Source: an optimization exercise on an open RTL-to-GDS flow (aim: small area). Production flows keep margins and buffers that such runs may drop.
Function was checked by simulation only, so behaviour that the tests miss may differ from the original.
The clock port is modelled as an ideal driver; clocking choices that lean on that would not hold on a real chip.
Power is estimated from default activity; no workload was simulated.

<file path="design.v">
`timescale 1ns / 1ps
module project_basic(
    input clk,
    input clr,
    input x1,
    input x0,
    input add,
    input sub,
    input result,
    output [7:0] zero_one,
    output [7:0] sign_zero_one,
    output [3:0] led_bits,
    output [3:0] sign_led_bits
    );
    reg [3:0] a, b;
    reg [2:0] pos;       
    reg sw01;            
    localparam [10:0] DM = 11'b01010101010;
    localparam [12:0] CM = 13'b0101010101010;
    reg [10:0] dlq;      
    reg [12:0] clq;      
    wire [10:0] dl = dlq ^ DM;   
    wire [12:0] cl = clq ^ CM;   
    reg [2:0] hi;        
    reg [3:0] ans;
    reg nr, er, ifadd, ifsub;
    wire key = x1 | x0;
    wire [3:0] ca = clr ? 4'd0 : a;
    wire [3:0] cb = clr ? 4'd0 : b;
    wire [2:0] cpos = clr ? 3'd0 : pos;
    wire [10:0] cdl = clr ? 11'd0 : dl;
    wire [12:0] ccl = clr ? 13'd0 : cl;
    wire csw = ~clr & sw01;
    wire cadd = ~clr & ifadd;
    wire csub = ~clr & ifsub;
    wire dlow0 = ~|cdl[9:0];
    wire cbusy = cdl[10] | ~dlow0;
    wire dfb = cdl[10] ^ cdl[8] ^ (dlow0 & (cdl[10] | key));
    wire clow0 = ~|cl[11:0];
    wire tick = cl[12] & clow0;      
    wire cfb = ccl[12] ^ ccl[3] ^ ccl[2] ^ ccl[0] ^ (~|ccl[11:0]);
    wire nadd = ~sub & (add | cadd);
    wire nsub = sub | (~add & csub);
    wire [3:0] bx = cb ^ {4{nsub}};
    wire [4:0] c;
    wire [3:0] s;
    assign c[0] = nsub;
    genvar g;
    generate for (g = 0; g < 4; g = g + 1) begin : rca
        assign s[g] = ca[g] ^ bx[g] ^ c[g];
        assign c[g+1] = (ca[g] & bx[g]) | (ca[g] & c[g]) | (bx[g] & c[g]);
    end endgenerate
    wire ld = clr | (result & (nadd | nsub));
    wire [3:0] wbit = {cpos[1:0] == 2'd0, cpos[1:0] == 2'd1, cpos[1:0] == 2'd2, cpos[1:0] == 2'd3};
    wire [3:0] wa = {4{key & ~cpos[2]}} & wbit;
    wire [3:0] wb = {4{key & cpos[2]}} & wbit;
    wire inc = ~key & csw & ~cbusy;
    always @(posedge clk) begin
        a <= (wa & {4{x1}}) | (~wa & ca);
        b <= (wb & {4{x1}}) | (~wb & cb);
        clq <= (clr ? 13'd0 : {cl[11:0], cfb}) ^ CM;
        hi[0] <= ~clr & (hi[0] ^ tick);
        hi[1] <= ~clr & (hi[1] ^ (tick & hi[0]));
        hi[2] <= ~clr & (hi[2] ^ (tick & hi[0] & hi[1]));
        dlq <= {cdl[9:0], dfb} ^ DM;
        sw01 <= key | (csw & cbusy);
        pos[0] <= cpos[0] ^ inc;
        pos[1] <= cpos[1] ^ (inc & cpos[0]);
        pos[2] <= cpos[2] ^ (inc & cpos[0] & cpos[1]);
        ifadd <= nadd;
        ifsub <= nsub;
        if (ld) ans <= s;
        nr <= (clr & ~result) | (result & nsub & ~c[4]) | (~clr & ~result & nr);
        er <= (clr & ~result) | (result & nadd & c[4]) | (~clr & ~result & er);
    end
    wire ifresult = ~(nr & er);
    wire neg = nr & ~er;
    wire error = er & ~nr;
    wire [1:0] sel = neg ? hi[1:0] : hi[2:1];
    wire [3:0] onehot = 4'b0001 << sel;
    assign led_bits = onehot;
    assign sign_led_bits = onehot;
    wire first = neg & (sel == 2'd0);
    wire vm = ans[sel] | (~ifresult & b[sel]);
    wire vs = first | (~ifresult & a[sel]);
    wire blank = ifresult & ~error & ~first;
    wire E = error;
    assign zero_one[6:5] = {2{~E}};
    assign zero_one[1] = E;
    assign {zero_one[7], zero_one[4:2]} = {4{E | ~vm}};
    assign zero_one[0] = ~ifresult & ifadd;
    assign sign_zero_one[6:5] = {2{~E & ~blank}};
    assign sign_zero_one[1] = E;
    assign {sign_zero_one[7], sign_zero_one[4:2]} = {4{E | (~blank & ~vs)}};
    assign sign_zero_one[0] = ~ifresult & ifsub;
endmodule
</file>
<file path="flow/run.sh">
#!/bin/bash
# The standard layout (standard.sh), with these changes:
#  - synthesis maps the logic with an area-oriented ABC script (flow/abc_area.script)
#    in place of ORFS's speed script; everything else in synth_recipe.tcl is kept,
#    so the registers and their names are those of the standard synthesis
#  - each port gets the smallest buffer, buf_1
#  - clock tree synthesis uses clkbuf_4 buffers without dummy loads, and then
#    flow/post_cts.tcl resizes each clock buffer to the smallest that keeps the clock-pin slew within 118 ps
# Each tool's output goes to ORFS's own logs (orfs/logs/...) and to flow_standard.log.
set -euo pipefail
W=$PWD
{
  cat <<'EOT'
proc abc {args} {
  set i [lsearch $args -script]
  if {$i >= 0} { lset args [expr {$i + 1}] $::env(MY_ABC_SCRIPT) }
  yosys abc {*}$args
}
EOT
  cat "$W/synth_recipe.tcl"
} > "$W/flow_synth.tcl"
sed -e "s|SYNTH_SCRIPT=[^ ]*|SYNTH_SCRIPT=$W/flow_synth.tcl|" "$W/standard.sh" > "$W/flow_standard.sh"
grep -q "SYNTH_SCRIPT=$W/flow_synth.tcl" "$W/flow_standard.sh"
export MY_ABC_SCRIPT=$W/flow/abc_area.script
export BUFFER_PORTS_ARGS="-buffer_cell sky130_fd_sc_hd__buf_1"
export CTS_ARGS="-sink_clustering_enable -repair_clock_nets -buf_list sky130_fd_sc_hd__clkbuf_4 -root_buf sky130_fd_sc_hd__clkbuf_4 -sink_clustering_size 10 -sink_clustering_max_diameter 30 -dont_use_dummy_load"
export POST_CTS_TCL=$W/flow/post_cts.tcl
bash "$W/flow_standard.sh" > "$W/flow_standard.log" 2>&1
</file>
<file path="flow/abc_area.script">
strash
balance
rewrite
refactor
balance
rewrite
rewrite -z
balance
refactor -z
rewrite -z
balance
balance
rewrite
refactor
balance
rewrite
rewrite -z
balance
refactor -z
rewrite -z
balance
balance
rewrite
refactor
balance
rewrite
rewrite -z
balance
refactor -z
rewrite -z
balance
dch -f
amap
topo
</file>
<file path="flow/post_cts.tcl">
set my_clk_limit 0.118
set my_clk_sizes {1 2 4 8 16}

proc my_clk_pins {} {
  return [get_pins -hierarchical */CLK]
}

proc my_pin_slew {pin} {
  set mx 0
  foreach p {slew_max_rise slew_max_fall} {
    set s [get_property $pin $p]
    if {$s > $mx} { set mx $s }
  }
  return $mx
}

# the worst clock pin: {slew pin}
proc my_worst_clk {} {
  set mx 0
  set worst ""
  foreach pin [my_clk_pins] {
    set s [my_pin_slew $pin]
    if {$s > $mx} { set mx $s; set worst $pin }
  }
  return [list $mx $worst]
}

proc my_size_of {c} {
  regexp {clkbuf_([0-9]+)$} [get_property $c ref_name] -> n
  return $n
}

proc my_resize {c n} {
  replace_cell $c sky130_fd_sc_hd__clkbuf_$n
  estimate_parasitics -placement
}

estimate_parasitics -placement
set bufs [get_cells -quiet clkbuf_*]
puts "post_cts: [llength $bufs] clock buffers, worst clock-pin slew [lindex [my_worst_clk] 0]"

for {set i 0} {$i < 20} {incr i} {
  lassign [my_worst_clk] s pin
  if {$s <= $my_clk_limit || $pin == ""} { break }
  set net [get_nets -of_objects $pin]
  set drv ""
  foreach p [get_pins -of_objects $net] {
    if {[get_property $p direction] == "output"} { set drv [get_cells -of_objects $p] }
  }
  if {$drv == "" || ![string match clkbuf_* [get_full_name $drv]]} { break }
  set n [my_size_of $drv]
  set k [lsearch $my_clk_sizes $n]
  if {$k < 0 || $k + 1 >= [llength $my_clk_sizes]} { break }
  set m [lindex $my_clk_sizes [expr {$k + 1}]]
  my_resize $drv $m
  puts "post_cts: [get_full_name $drv] clkbuf_$n -> clkbuf_$m, worst clock-pin slew [lindex [my_worst_clk] 0]"
}

# downsize each buffer as far as the limit allows
foreach c $bufs {
  set n [my_size_of $c]
  foreach m $my_clk_sizes {
    if {$m >= $n} { break }
    my_resize $c $m
    set s [lindex [my_worst_clk] 0]
    if {$s <= $my_clk_limit} {
      puts "post_cts: [get_full_name $c] clkbuf_$n -> clkbuf_$m, worst clock-pin slew $s"
      break
    }
    my_resize $c $n
  }
}
puts "post_cts: worst clock-pin slew after [lindex [my_worst_clk] 0]"
detailed_placement
check_placement -verbose
estimate_parasitics -placement
</file>
<file path="standard.sh">
#!/bin/bash
# synth_recipe.tcl (not shown) runs the flow's synth.tcl, then flattens the netlist and writes it again
# the make line also repeats each setting of config.mk as NAME=value (left out here)
make -C /OpenROAD-flow-scripts/flow DESIGN_CONFIG=/design/flow/config.mk WORK_HOME=/design/flow/orfs CLKGATE_MAP_FILE= SYNTH_SCRIPT=/design/flow/synth_recipe.tcl "${@:-finish}"
</file>
<file path="config.mk">
export PLATFORM = sky130hd
export DESIGN_NAME = project_basic
export DESIGN_NICKNAME = project_basic
export VERILOG_FILES = /design/flow/design.v
export SDC_FILE = /design/flow/constraint.sdc
export NUM_CORES = 4
export LEC_CHECK = 0
export CAP_MARGIN = 0
export CORE_MARGIN = 2
export CORE_UTILIZATION = 40
export SLEW_MARGIN = 0
</file>
<file path="constraint.sdc">
create_clock -name core_clock -period 10.0 [get_ports {clk}]
set_input_delay 2.0000 -clock core_clock [delete_from_list [all_inputs] [get_ports {clk}]]
set_output_delay 2.0000 -clock core_clock [all_outputs]
set_load 0.01 [all_outputs]
</file>
==> summary.md, run 1 <==
| Metric | Value |
|---|---|
| Placed Instance Area | `2000 um^2` |
| Final #Nets | `261` |
| DP HPWL | `roughly 2600 um` |
| Cell Area, Synth | `1910 um^2` |
| Input/output buffers | `30` |
| Total GRT Usage | `between 10% and 20%` |
| Initial antenna violation count | `0` |
| Initial Util | `41.1%` |
| Sequential share of the synthesized area | `51.2%` |
| Die area | `5360 um^2` |
| Status | `finished clean` |
| DRC Markers | `0` |
| CTS sink cnt | `47` |
| Die H | `about 73 um` |
| Placed Cells | `294` |
| Max Cap Viol | `0` |
| Worst rel slew slack | `56.2%` |
| Worst IR Drop VDD | `0.0000965 V` |
| First-pass GRT wire length | `roughly 5600 um` |
| ANT nets after route | `0` |
| Area grow syn2layout | `6.47%` |
| Antenna cells | `0` |
| DRT Wirelength | `3390 um` |
| RSZ-0062 raised after global routing | `no` |
| # IOs | `31` |
| Met3 routed WL | `~160 um` |
| Vias in the first global route | `between 1000 and 1500` |
| Post-route cell area | `2040 um^2` |
| Final core occ | `~44%` |
| HP Class | `flop to flop` |
| Met2 WL | `1500 um` |
| Fin crit share | `51.4%` |
| Vias per cell | `~4.9` |
| Worst-Margin Slew | `roughly 0.65 ns` |
| Min Tclk post-route | `5.14 ns` |
| Wire length on met1 | `1690 um` |
| RePlAce Congestion | `0.841` |
| CP bufs+invs | `3` |
| Syn_nets | `roughly 240` |
| Detailed Routing Iterations Pass 1 | `4` |
| Via Count | `1467` |
| Worst Path Required | `10.25 ns` |
| Largest net degree at the start of global routing | `25` |
| Crit-path cells | `buf_1, buf_4, clkinv_1, a31oi_1, o21ai_0, fa_1, fa_1, fa_1, o32ai_1` |
| Row count | `25` |
| Die X | `73.2 um` |
| Crit Path Class | `primary input to flop` |
| TNS Setup | `0 ns` |
| Worst Path Max Fanout | `24` |
| Total grt overflow | `0` |
| Clock latency at the later pin of the worst-skew pair | `0.36 ns` |
| Reg area | `approximately 980 um^2` |
| Core region area | `4660 um^2` |
| Non-Filler Instances | `299` |
| Synth cell types | `23` |
| Final Hold Vio Count | `0` |
| Filler cells | `494` |
| Place WS | `roughly 4.5 ns` |
| Slowest CP cell | `a31oi_1` |
| Leak | `0.796 nW` |
| Critical path launch point type | `primary input` |
| Largest stage delay on the critical path | `0.72 ns` |
| Tot Pwr | `0.342 mW` |
| Ys Warns | `1` |
| Clock-pin slew on the worst setup and hold paths | `~0.11 ns` |
| Clock skew | `0.0234 ns` |
| DRT iter0 DRCs | `79` |
| Slew Limit Fails | `0` |
| P per Cell Area | `168 nW/um^2` |
| Avg Cell Area, Syn | `8.58 um^2` |
| WL/cell | `approximately 11 um` |
| Highest metal used | `met4` |
| Setup ws final | `4.86 ns` |
| Commonest non-fill, non-tap cell in the layout | `dfxtp_1` |
| Crit-path leading delay family | `adder cells` |
| Synth Instances | `223` |
| CTS tree | `built` |
| Footprint of the multi-input gates | `742 um^2` |
| Arr. time, crit path | `5.39 ns` |
| Count of state elements after synthesis | `47` |
| Share of layout cells above drive strength 1 | `2.45%` |
| Finish-stage setup viols | `0` |
| WHS | `approximately 0.37 ns` |
| Critical path endpoint category | `flop` |
| Achievable frequency | `0.195 GHz` |
| Most frequent cells in the layout | `dfxtp_1 (43), nor2_1 (42), buf_1 (30)` |
| CP most frequent cell | `fa_1` |
## cells by family (layout without fill, tap and decap cells)
group	after synthesis	count (layout)	synth area share, %
adder cells (fa/ha/maj)	7	7	5.75
AO/OA/AOI/OAI	36	36	11.0
AND/OR/NAND/NOR	96	96	22.0
buffers and inverters	37	59	10.0
flip-flops	47	47	51.2
## registers in the layout, summed over array words and instances, names as in the netlist, 3 cells and up
signal / cells
ans: 4
pos: 3
a: 4
b: 4
hi: 3
clq: 13
dlq: 11
## final timing paths
path | start | endpoint | slack, ns | cells past startpoint
hold reg to reg | clq[6]$_SDFF_PP0_ | clq[7]$_DFF_P_ | 0.37 | 1
setup reg to reg | ifsub$_DFF_P_ | nr$_DFF_P_ | 7.32 | 6
hold / removal | clq[6]$_SDFF_PP0_ | clq[7]$_DFF_P_ | 0.37 | 1
setup / recovery | clr | nr$_DFF_P_ | 4.86 | 9
## routing by layer
layer	global-route usage, %	vias up
li1	-	775
met1	16.4	643
met2	22.4	45
met3	5.25	4
met4	5.76	0
met5	0	-
## cell usage after synthesis
cell	number	area share, %
o21ai_0	9	2.4
dfxtp_1	43	45
a211oi_1	1	0.39
buf_4	14	5.5
nand3_1	2	0.52
clkinv_1	23	4.5
o32ai_1	1	0.46
a31oi_1	3	0.98
and3_1	1	0.33
nand2_1	28	5.5
nor2b_1	6	2.0
nor4_1	1	0.33
nand4_1	2	0.65
a22oi_1	3	1.2
a221oi_1	2	0.92
nor2_1	42	8.2
nor3_1	11	2.9
a21oi_1	12	3.1
ha_1	4	2.6
edfxtp_1	4	6.3
or4b_1	3	1.6
o22ai_1	5	1.6
fa_1	3	3.1
## worst reg2reg max path, cell delays in order (launching register included)
cell	delay, ns
dfxtp_1	0.32
a31oi_1	0.52
o21ai_0	0.22
fa_1	0.45
fa_1	0.39
fa_1	0.42
o32ai_1	0.27
## power by group
part           switching, mW  internal [mW]
combinational         0.0366         0.0201
clock                 0.0520         0.0257
sequential           0.00602          0.202
total                 0.0946          0.247
## final cells by class
cell class	count	area share, %
Inverter	23	4.24
Tap cell	54	3.31
Sequential cell	47	48.1
Multi-Input combinational cell	139	36.4
Clock buffer	5	2.03
Timing Repair Buffer	31	5.89
==> run 2: changes to the inputs <==
--- a/flow/run.sh
+++ b/flow/run.sh
@@ -7,4 +7,5 @@
 #  - clock tree synthesis uses clkbuf_4 buffers without dummy loads, and then
 #    flow/post_cts.tcl resizes each clock buffer to the smallest that keeps the clock-pin slew within 118 ps
+#  - flow/pre_resize.tcl replaces the buffer that placement adds after the clr port buffer by a larger port buffer
 # Each tool's output goes to ORFS's own logs (orfs/logs/...) and to flow_standard.log.
 set -euo pipefail
@@ -26,3 +27,4 @@
 export CTS_ARGS="-sink_clustering_enable -repair_clock_nets -buf_list sky130_fd_sc_hd__clkbuf_4 -root_buf sky130_fd_sc_hd__clkbuf_4 -sink_clustering_size 10 -sink_clustering_max_diameter 30 -dont_use_dummy_load"
 export POST_CTS_TCL=$W/flow/post_cts.tcl
+export PRE_RESIZE_TCL=$W/flow/pre_resize.tcl
 bash "$W/flow_standard.sh" > "$W/flow_standard.log" 2>&1
--- a/flow/abc_area.script
+++ b/flow/abc_area.script
@@ -1,10 +1,4 @@
 strash
-balance
-rewrite
-refactor
-balance
-rewrite
 rewrite -z
-balance
 refactor -z
 rewrite -z
==> flow/pre_resize.tcl (new file) <==
# Sourced by ORFS's resize.tcl (PRE_RESIZE_TCL) before repair_design. A buffer
# that timing-driven global placement inserted right after an input port's
# buffer (for the high fanout of clr) is removed, and the port's buffer is
# upsized to buf_2 to drive the load itself; repair_design then checks the net.
foreach inst [get_cells -quiet place*] {
  if {![string match sky130_fd_sc_hd__buf_* [get_property $inst ref_name]]} { continue }
  set in_net [get_nets -of_objects [get_pins [get_full_name $inst]/A]]
  set drv ""
  foreach p [get_pins -of_objects $in_net] {
    if {[get_property $p direction] == "output"} { set drv [get_cells -of_objects $p] }
  }
  if {$drv == "" || ![string match input* [get_full_name $drv]]} { continue }
  puts "pre_resize: removing [get_full_name $inst], [get_full_name $drv] -> buf_2"
  remove_buffers $inst
  replace_cell $drv sky130_fd_sc_hd__buf_2
}
--- a/config.mk
+++ b/config.mk
@@ -6,6 +6,6 @@
 export NUM_CORES = 4
 export LEC_CHECK = 0
-export CAP_MARGIN = 0
+export CAP_MARGIN = 20
 export CORE_MARGIN = 2
 export CORE_UTILIZATION = 40
-export SLEW_MARGIN = 0
+export SLEW_MARGIN = 20
==> run 2 against run 1 <==
  * Utilization barely moved
  * Critical path type unchanged
  * Global-route usage rose by 0.18 points
  * Total power rose by 2.5%
  * Critical endpoint unchanged
  * Cell area rose by 0.74%
==> summary.md, run 2 <==
| Metric | Value |
|---|---|
| Synth Instances | `226 (+1.3%)` |
| Largest registers | `clq: 13 flops, dlq: 11 flops` |
| Clock skew | `0.0381 ns (+0.0147 ns)` |
| Min Tclk post-route | `5.01 ns (-0.122 ns)` |
| Setup ws final | `4.99 ns (+0.122 ns)` |
| Count of state elements after synthesis | `47 (unchanged)` |
| Place WS | `4.56 ns (+0.0597 ns)` |
| HP Class | `flop to flop` |
| Number of flip-flops in the largest register | `13 (unchanged)` |
| Non-Filler Instances | `301 (+0.67%)` |
| CTS sink cnt | `47 (unchanged)` |
| Cell Area, Synth | `1940 um^2 (+1.1%)` |
| Antenna cells | `0 (unchanged)` |
| Fin crit share | `50.1% (-1.2 points)` |
| Clock-pin slew on the worst setup and hold paths | `0.12 ns (about the same)` |
| Largest net degree at the start of global routing | `26 (+4.0%)` |
| Core region area | `4690 um^2 (+0.67%)` |
| Net Sw Power | `0.101 mW (+6.7%)` |
| Detailed Routing Iterations Pass 1 | `4 (unchanged)` |
| Achievable frequency | `0.199 GHz (+2.4%)` |
| WHS | `0.357 ns (-0.0179 ns)` |
| Internal reg-to-reg setup slack | `7.41 ns (+0.09 ns)` |
| Input/output buffers | `30 (unchanged)` |
| Critical path destination | `nr$_DFF_P_` |
| Initial Util | `41.3% (+0.18 points)` |
| First-pass GRT wire length | `5720 um (+1.9%)` |
| Max Cap Viol | `0 (unchanged)` |
| Final #Nets | `263 (+0.77%)` |
| Die area | `5410 um^2 (+1.1%)` |
| Logic pwr share | `18.1% (+1.5 points)` |
| Ys flop type | `dfxtp_1` |
| Synth area leaders | `dfxtp_1 (44%), nor2_1 (8.3%), edfxtp_1 (6.2%)` |
| DRT iter0 DRCs | `64 (-19%)` |
| Async SR Flop Fraction | `0% (unchanged)` |
| Worst reg2reg path startpoint | `ifsub$_DFF_P_` |
| CTS tree | `built` |
| Synth cell types | `27 (+17%)` |
| Cell internal pwr | `0.250 mW (+0.89%)` |
| Avg Cell Area, Syn | `8.56 um^2 (-0.23%)` |
| Worst rel slew slack | `54.7% (-1.5 points)` |
| Syn_nets | `240 (+1.3%)` |
| DRT Wirelength | `3420 um (+0.97%)` |
| Register share of total power | `59.2% (-1.5 points)` |
| Placed Cells | `296 (+0.68%)` |
| Leak | `0.799 nW (+0.41%)` |
| P per Cell Area | `171 nW/um^2 (+1.7%)` |
| Reg area | `981 um^2 (unchanged)` |
| Worst Path Required | `10.31 ns (+0.06 ns)` |
| Die H | `73.6 um (+0.53%)` |
| TNS Setup | `0 ns (unchanged)` |
| Footprint of the multi-input gates | `756 um^2 (+1.9%)` |
| Critical path launch point type | `primary input` |
| Tot Pwr | `0.351 mW (+2.5%)` |
| Cell taking the most area after synthesis | `dfxtp_1` |
| Vias per cell | `4.97 (+1.3%)` |
| Sequential share of the synthesized area | `50.7% (-0.56 points)` |
| Biggest register | `clq` |
| Post-synth EDFFs | `4 (unchanged)` |
| Die X | `73.6 um (+0.53%)` |
| Critical path endpoint category | `flop` |
| Final Hold Vio Count | `0 (unchanged)` |
| Area grow syn2layout | `6.08%` |
| Filler cells | `473 (-4.3%)` |
| Reg2reg end | `nr$_DFF_P_` |
| R2R depth | `8 (+2)` |
| Worst-Margin Slew | `0.663 ns (+0.00861 ns)` |
| Share of layout cells above drive strength 1 | `2.43% (-0.020 points)` |
| DRC Markers | `0 (unchanged)` |
| Vias in the first global route | `1312 (+0.69%)` |
| Slew Limit Fails | `0 (unchanged)` |
| Clock Power Share | `22.7% (about the same)` |
| Most instantiated cells after synthesis | `dfxtp_1 (43), nor2_1 (43), nand2_1 (27), clkinv_1 (25), buf_4 (14)` |
| Worst Path Max Fanout | `25 (+4.2%)` |
| Arr. time, crit path | `5.32 ns (-0.07 ns)` |
| Status | `finished clean` |
| # IOs | `31 (unchanged)` |
| Initial antenna violation count | `0 (unchanged)` |
| CP startpoint | `clr` |
| Clock latency at the later pin of the worst-skew pair | `0.38 ns (+0.02 ns)` |
| Share of the synthesized area in the top cell type | `44.5% (-0.49 points)` |
| Ys Warns | `1 (unchanged)` |
| Total GRT Usage | `14.0% (+0.18 points)` |
| Via Count | `1496 (+2.0%)` |
| Crit Path Class | `primary input to flop` |
| DP HPWL | `2590 um (+0.63%)` |
| Row count | `25 (unchanged)` |
| Finish-stage setup viols | `0 (unchanged)` |
| Worst IR Drop VDD | `0.0000977 V (+1.2%)` |
| ANT nets after route | `0 (unchanged)` |
| Switching fraction of total power | `28.8% (+1.1 points)` |
| RePlAce Congestion | `0.864 (+2.8%)` |
| RSZ-0062 raised after global routing | `no` |
| WL/cell | `11.4 um (+0.30%)` |
| Total grt overflow | `0 (unchanged)` |
| Most frequent cells in the layout | `nor2_1 (43), dfxtp_1 (43), buf_1 (29)` |
run 2: cell types whose count changed in the layout (fill, tap and decap cells not counted), sizes merged, moves of 2 or more:
cell	previous run	this run
clkinv	23	25
a22oi	3	1
o31ai	0	3
a31oi	3	1
run 2: worst max-delay path: stages:
cell and delay [ns]:
buf_2 0.36, clkinv_1 0.59, a31oi_1 0.67, o21ai_0 0.22, fa_1 0.44, fa_1 0.39, fa_1 0.36, nand2_1 0.09
o31ai_1 0.06, a21oi_1 0.12
run 2: cells by family (layout without fill, tap and decap cells):
group | count (synthesis) | count (layout) | synth area share, %
compound gates | 36 | 36 | 11.3
buf+inv | 39 | 60 | 10.3
simple gates | 97 | 97 | 22.0
fa+ha+maj | 7 | 7 | 5.69
flops | 47 | 47 | 50.7
run 2: routing by layer:
metal / share of wire (%) / track usage [%]
met5: 0 / 0
met4: 2.1 / 6.06
met3: 4.3 / 4.25
met2: 43 / 22.8
met1: 50 / 17.1
run 2: power groups by stage:
stage / clock (mW) / sequential [mW] / combinational, mW
global placement: 0 / 0.212 / 0.0634
detailed placement: 0 / 0.212 / 0.0638
finish: 0.0794 / 0.208 / 0.0634
floorplan: 0 / 0.210 / 0.0560
global route: 0.0886 / 0.209 / 0.0739
run 2: how the worst min path moves through the flow:
stage | from | endpoint | slack (ns) | cells past startpoint
floorplan | clq[4]$_SDFF_PP0_ | clq[5]$_DFF_P_ | 0.36 | 1
global route | dlq[6]$_DFF_P_ | dlq[7]$_DFF_P_ | 0.38 | 1
detailed placement | clq[6]$_SDFF_PP0_ | clq[7]$_DFF_P_ | 0.37 | 1
global placement | clq[4]$_SDFF_PP0_ | clq[5]$_DFF_P_ | 0.37 | 1
finish | dlq[6]$_DFF_P_ | dlq[7]$_DFF_P_ | 0.36 | 1
run 2: layout make-up:
type	count	area share, %
well taps	54	3.29
repair buffers	30	5.55
clock buffers	5	2.01
flip-flops and latches	47	47.8
multi-input cells	140	36.8
inverters	25	4.57
run 2: per-stage QoR:
stage	cell area (um^2)	util [%]
floorplan	1940	-
detailed placement	2010	42.9
global placement	2020	43.0
finish	2050	43.8
global route	2050	43.8
==> run 3: changes to the inputs <==
--- a/flow/abc_area.script
+++ b/flow/abc_area.script
@@ -1,4 +1,10 @@
 strash
+balance
+rewrite
+refactor
+balance
+rewrite
 rewrite -z
+balance
 refactor -z
 rewrite -z
==> run 3 against run 2 <==
  * Area after synthesis decreased by 1.1%
  * Highest routed layer unchanged
  * Clock power decreased by 3.8%
  * Cell count decreased by 1.0%
  * Global-route usage increased by 0.056 points
  * Sequential share of layout area increased by 0.53 points
  * Critical path depth decreased by 2
==> summary.md, run 3 <==
| Metric | Value |
|---|---|
| Status | `finished clean` |
| Total grt overflow | `0 (unchanged)` |
| # IOs | `31 (unchanged)` |
| Die H | `73.2 um (-0.52%)` |
| Die X | `73.2 um (-0.52%)` |
| Ys Warns | `1 (unchanged)` |
| Largest stage delay on the critical path | `0.73 ns (+0.06 ns)` |
| Initial antenna violation count | `0 (unchanged)` |
| Most frequent cell after synthesis | `dfxtp_1` |
| P per Cell Area | `167 nW/um^2 (-1.9%)` |
| Arr. time, crit path | `5.49 ns (+0.17 ns)` |
| Vias in the first global route | `1317 (+0.38%)` |
| Met1 Track Usage GR | `17.3% (+0.16 points)` |
| Synth area leaders | `dfxtp_1 (45%), nor2_1 (8.2%), edfxtp_1 (6.3%)` |
| Fin crit share | `50.8% (+0.67 points)` |
| Worst Path Required | `10.41 ns (+0.10 ns)` |
| Max Cap Viol | `0 (unchanged)` |
| Min Tclk post-route | `5.08 ns (+0.0670 ns)` |
| Worst rel slew slack | `55.5% (+0.81 points)` |
| Number of flip-flops in the largest register | `13 (unchanged)` |
| Cell taking the most area after synthesis | `dfxtp_1` |
| Final #Nets | `260 (-1.1%)` |
| Worst Path Max Fanout | `24 (-4.0%)` |
| Most instantiated cells after synthesis | `dfxtp_1 (43), nor2_1 (42), nand2_1 (28), clkinv_1 (23), buf_4 (14)` |
| WHS | `0.390 ns (+0.0333 ns)` |
| Commonest non-fill, non-tap cell in the layout | `dfxtp_1` |
| Crit Path Class | `primary input to flop` |
| Via Count | `1468 (-1.9%)` |
| Clock skew | `0.0272 ns (-0.0109 ns)` |
| DRT iter0 DRCs | `43 (-33%)` |
| Slowest CP cell | `a31oi_1` |
| Detailed Routing Iterations Pass 1 | `4 (unchanged)` |
| Register share of total power | `61.0% (+1.8 points)` |
| Row count | `25 (unchanged)` |
| Most Used Layer, Global Route | `met2` |
| Synth Instances | `223 (-1.3%)` |
| Logic pwr share | `16.6% (-1.5 points)` |
| Sequential share of the synthesized area | `51.2% (+0.56 points)` |
| RSZ-0062 raised after global routing | `no` |
| M3 GR Usage | `4.83% (+0.58 points)` |
| Synth cell types | `23 (-15%)` |
| Antenna cells | `0 (unchanged)` |
| Input/output buffers | `30 (unchanged)` |
| Initial Util | `41.1% (-0.18 points)` |
| Achievable frequency | `0.197 GHz (-1.3%)` |
| First-pass GRT wire length | `5740 um (+0.35%)` |
| Footprint of the multi-input gates | `742 um^2 (-1.8%)` |
| Clock Power Share | `22.5% (-0.2 points)` |
| Crit-path cells | `buf_2, clkinv_1, a31oi_1, o21ai_0, fa_1, fa_1, fa_1, o32ai_1` |
| DRC Markers | `0 (unchanged)` |
| Clock-pin slew on the worst setup and hold paths | `0.11 ns (about the same)` |
| Share of the synthesized area in the top cell type | `45.0% (+0.49 points)` |
| Clock latency at the later pin of the worst-skew pair | `0.52 ns (+0.14 ns)` |
| Count of state elements after synthesis | `47 (unchanged)` |
| CP most frequent cell | `fa_1` |
| Async SR Flop Fraction | `0% (unchanged)` |
| Worst IR Drop VDD | `0.0000758 V (-22%)` |
| Slew Limit Fails | `0 (unchanged)` |
| Reg area | `981 um^2 (unchanged)` |
| Area grow syn2layout | `6.08% (about the same)` |
| Core region area | `4660 um^2 (-0.67%)` |
| Net Sw Power | `0.0946 mW (-6.3%)` |
| Non-Filler Instances | `298 (-1.0%)` |
| DP HPWL | `2560 um (-0.95%)` |
| Leak | `0.791 nW (-1.0%)` |
| RePlAce Congestion | `0.841 (-2.7%)` |
| CTS tree | `built` |
| CTS sink cnt | `47 (unchanged)` |
| WL/cell | `11.4 um (+0.42%)` |
| Finish-stage setup viols | `0 (unchanged)` |
| Share of layout cells above drive strength 1 | `2.05% (-0.38 points)` |
| Die area | `5360 um^2 (-1.0%)` |
| ANT nets after route | `0 (unchanged)` |
| Ys flop type | `dfxtp_1` |
| Largest net degree at the start of global routing | `25 (-3.8%)` |
| Avg Cell Area, Syn | `8.58 um^2 (+0.23%)` |
| Most frequent cells in the layout | `dfxtp_1 (43), nor2_1 (42), buf_1 (29)` |
| Post-synth EDFFs | `4 (unchanged)` |
| Grt met2 use | `22.4% (-0.40 points)` |
| Final Hold Vio Count | `0 (unchanged)` |
| HP Class | `flop to flop` |
| Syn_nets | `237 (-1.3%)` |
| Cell Area, Synth | `1910 um^2 (-1.1%)` |
| Switching fraction of total power | `27.8% (-0.97 points)` |
| Critical path endpoint category | `flop` |
| Vias per cell | `4.93 (-0.88%)` |
| DRT Wirelength | `3400 um (-0.58%)` |
| Total GRT Usage | `14.1% (+0.056 points)` |
| TNS Setup | `0 ns (unchanged)` |
| Placed Cells | `293 (-1.0%)` |
| Critical path launch point type | `primary input` |
| Cell internal pwr | `0.245 mW (-1.6%)` |
| Worst-Margin Slew | `0.665 ns (+0.00196 ns)` |
| Biggest register | `clq` |
| Largest registers | `clq: 13 flops, dlq: 11 flops` |
| Filler cells | `489 (+3.4%)` |
[run 3: kinds of logic (layout without fill, tap and decap cells)]
group           Yosys count  count (layout)  share of synthesized area, %
compound gates           36              36                          11.0
fa+ha+maj                 7               7                          5.75
buf+inv                  37              58                          10.0
flops                    47              47                          51.2
simple gates             96              96                          22.0
[run 3: final cells by class]
type                       count  share of cell area (%)
sequential                    47                    48.3
multi-input combinational    139                    36.5
inverter                      23                    4.25
tap                           54                    3.33
clock buffer                   5                    1.97
timing repair buffer          30                    5.61
[run 3: power by group through the flow]
stage / Clock [mW] / Combinational (mW) / Sequential (mW)
global placement: 0 / 0.0564 / 0.212
floorplan: 0 / 0.0492 / 0.210
finish: 0.0764 / 0.0563 / 0.207
global route: 0.0861 / 0.0650 / 0.209
detailed placement: 0 / 0.0567 / 0.212
[run 3: metal layers]
layer	routed length, um	part of all wire [%]
met1	1640	48
met2	1500	44
met3	181	5.3
met4	85	2.5
met5	0	0
[run 3: critical path: cells and delay by family]
| family | cells | cell delay, ns |
|---|---|---|
| AOI/OAI and AO/OA | 3 | 1.23 |
| adders and majority gates | 3 | 1.25 |
| buffers and inverters | 2 | 1.00 |
[run 3: path summary, 6_finish.rpt]
kind	startpoint	slack (ns)	depth (start not counted)	endpoint
worst min-delay path	clq[8]$_SDFF_PP0_	0.39	1	clq[9]$_DFF_P_
worst max register to register	ifsub$_DFF_P_	7.32	6	nr$_DFF_P_
worst min register to register	clq[8]$_SDFF_PP0_	0.39	1	clq[9]$_DFF_P_
worst max-delay path	clr	4.92	8	nr$_DFF_P_
[run 3: metrics by stage]
stage,util [%],total power [mW],instance area [um^2],worst slack [ns]
after global placement,42.8,0.268,2000,4.64
final,43.6,0.340,2030,4.92
after global routing,43.6,0.360,2030,4.52
after floorplan,-,0.259,1910,5.45
after detailed placement,42.7,0.268,1990,4.38

[static timing again, ports no longer ideal]
Ports are ideal in the flow. The routed layouts listed here were re-timed in OpenROAD. Step 1 sets driving cells, clkbuf_16 on the clock port and buf_2 on the other inputs (assumed; they add their load-dependent delay and slew). Step 2 moves the port delays by t, midway between the first and last clock arrival at a register: inputs arrive t later, outputs are due t later. That takes back most of the time a late clock gives input paths. a / b / c = ideal ports / drivers / drivers and shift; a / b = the first two.
run | shift t [ns] | slack for setup (ns) | worst data-port slew with drivers (ns) | pins driven straight from the clock port
run 1 | 0.374 | 4.865 / 4.864 / 4.490 | 0.03 | 1
run 2 | 0.387 | 4.987 / 4.992 / 4.605 | 0.03 | 1
run 3 | 0.528 | 4.920 / 4.921 / 4.393 | 0.03 | 1
After both steps every run listed still meets setup and hold. For run 3, which loses most, drivers alone change the setup slack by +0.001 ns; drivers and shift together by -0.527 ns.
